Source: an optimization exercise on an open RTL-to-GDS flow (aim: small area and a short achievable clock period). Production flows keep margins and buffers that such runs may drop.
Only simulation tests tie the RTL to the original design; equivalence was not proved.
The flow treats the clock pin as an ideal source, which a real chip does not have.

==> module portout, before the edit <==
module portout(input [31:0] gdata, input [127:0] tap,
   input [7:0] cnt, input [6:0] tail, input do_push, do_pop, pushed_last,
   input rdy, clock, reset_n, output frameo_n, valido_n, output reg dout, pop);
reg sndv, sndf;
always @(posedge clock, negedge reset_n)
   if(!reset_n) sndf <= 1'b0;
   else sndf <= (state == READ_PAYLOAD) && (count != 6'd32);
assign valido_n = !sndv;
assign frameo_n = !sndf;
reg [5:0] count;
reg  state;
reg  cb;
reg  par;
reg [4:0] dt;      
reg [31:0] bk0, bk1;
parameter WAIT = 1'b0, READ_PAYLOAD = 1'b1;
wire first = (state == READ_PAYLOAD) && (count == 6'd0);
wire c0 = (cnt == 8'd0);
wire c1 = (cnt == 8'd1);
wire c2 = (cnt == 8'd2);
wire ex = first ? !(c0 || c1 || (c2 && pushed_last)) : !(c0 || (c1 && pushed_last));
wire ser = ex && (first ? (dt == 5'd30) : (dt == 5'd31));
wire [1:0] ngrp = first ? tail[6:5] + {1'b0, &tail[4:0]} : tail[6:5];
wire [31:0] sdata = tap[ngrp*32 +: 32];
wire [31:0] cdata = par ? gdata : sdata;
wire [31:0] sbank = cb ? bk0 : bk1;
wire [31:0] cbank = cb ? bk1 : bk0;
reg pre;
always @(posedge clock, negedge reset_n)
   if(!reset_n) pre <= 1'b0;
   else if(state == WAIT)
      pre <= rdy && (par ? gdata[0] : cbank[0]);
   else
      pre <= (count <= 6'd30) && sbank[count[4:0] + 5'd1];
always @(posedge clock) begin
   if((par || ser) && !cb) bk0 <= cdata;
   if((par || ser) &&  cb) bk1 <= cdata;
end
always @(posedge clock, negedge reset_n)
   if(!reset_n) begin
      par <= 1'b0;
      dt <= 5'd0;
   end
   else begin
      par <= do_push && (first ? c1 : c0);
      dt <= do_pop ? dt : dt - 5'd1;
   end
always @(posedge clock, negedge reset_n)
begin
   if(!reset_n) begin
      dout <= 0;
      sndv <= 0;
      pop <= 0;
      count <= 0;
      cb <= 0;
      state <= WAIT;
   end
   else
      case(state)
      WAIT:
         if(rdy) begin
            dout <= 0;
            sndv <= 0;
            pop <= 1;
            cb <= !cb;
            state <= READ_PAYLOAD;
         end
         else begin
            pop <= 0;
            dout <= 0;
            sndv <= 0;
            count <= 0;
            state <= WAIT;
         end
      READ_PAYLOAD:
         if(count <= 31) begin
            pop <= 0;
            dout <= pre;
            count <= count + 1;
            sndv <= 1;
            state <= READ_PAYLOAD;
         end
         else begin
            pop <= 0;
            dout <= 0;
            count <= 0;
            sndv <= 0;
            state <= WAIT;
         end
      endcase
end
endmodule
Settings: LEC_CHECK=0, CAP_MARGIN=25, CORE_MARGIN=2, CORE_UTILIZATION=58, CTS_CLUSTER_DIAMETER=80, CTS_CLUSTER_SIZE=32, SETUP_SLACK_MARGIN=2.5, SLEW_MARGIN=25; clock period 5.5 ns.
standard.sh (not shown) runs the stock make flow with config.mk's settings and CLKGATE_MAP_FILE= SYNTH_SCRIPT=/design/flow/synth_recipe.tcl, a recipe that flattens the netlist after the stock synthesis.
==> flow/flow/run.sh <==
#!/bin/bash
set -euo pipefail
sed -e 's|^make \(.*\) "\${@:-finish}"$|make \1 MATCH_CELL_FOOTPRINT=0 "${@:-finish}"|' \
   standard.sh > own_standard.sh
grep -q 'MATCH_CELL_FOOTPRINT=0 ' own_standard.sh
bash standard.sh synth > synth.log 2>&1
export BUFFER_PORTS_ARGS="-buffer_cell sky130_fd_sc_hd__buf_4"
export PRE_CTS_TCL="$PWD/flow/pre_cts.tcl"
export CTS_ARGS="-sink_clustering_enable -repair_clock_nets -sink_clustering_size 32 -sink_clustering_max_diameter 80 -dont_use_dummy_load"
bash own_standard.sh floorplan > floorplan.log 2>&1
bash own_standard.sh place > place.log 2>&1
bash own_standard.sh cts > cts.log 2>&1
bash own_standard.sh route > route.log 2>&1
bash own_standard.sh finish > finish.log 2>&1
test -f out/final.def
Other scripts of this flow, unchanged in this note and not shown: flow/flow/pre_cts.tcl
Edit:
--- a/flow/design.v
+++ b/flow/design.v
@@ -188,14 +188,6 @@
 wire [31:0] sdata = tap[ngrp*32 +: 32];
 wire [31:0] cdata = par ? gdata : sdata;
 wire [31:0] sbank = cb ? bk0 : bk1;
-wire [31:0] cbank = cb ? bk1 : bk0;
-reg pre;
-always @(posedge clock, negedge reset_n)
-   if(!reset_n) pre <= 1'b0;
-   else if(state == WAIT)
-      pre <= rdy && (par ? gdata[0] : cbank[0]);
-   else
-      pre <= (count <= 6'd30) && sbank[count[4:0] + 5'd1];
 always @(posedge clock) begin
    if((par || ser) && !cb) bk0 <= cdata;
    if((par || ser) &&  cb) bk1 <= cdata;
@@ -239,7 +231,7 @@
       READ_PAYLOAD:
          if(count <= 31) begin
             pop <= 0;
-            dout <= pre;
+            dout <= sbank[count[4:0]];
             count <= count + 1;
             sndv <= 1;
             state <= READ_PAYLOAD;
Fmax is about the same.
Register-to-register slack stays flat.
Critical path depth is unchanged.
Wire length is higher by 2.3%.
Area after synthesis stays flat.

separate check: timing with driven ports:
The results above use ideal ports. As a check the final layouts listed here were re-extracted and re-timed, cells and wires unchanged.
Step 1: set_driving_cell puts a clkbuf_16 on clock and a buf_2 on each other input, an assumption about the parent block.
Step 2 moves the port delays by t, midway between the first and last clock arrival at a register: inputs arrive t later, outputs are due t later. That takes back most of the time a late clock gives input paths.
a / b / c = ideal ports / drivers / drivers and shift; a / b = the first two.
| run | shift t [ns] | slack for setup (ns) | worst register clock-pin slew, ns |
|---|---|---|---|
| the first run | 1.473 | 2.304 / 2.286 / 2.076 | 0.12 / 0.12 |
| the second run | 1.461 | 2.295 / 2.295 / 2.029 | 0.12 / 0.12 |
After both steps setup and hold are still met in every run listed. For the second run, which loses most, drivers alone change the setup slack by 0.000 ns; drivers and shift together by -0.266 ns. The worst setup slack also covers recovery checks on asynchronous resets.
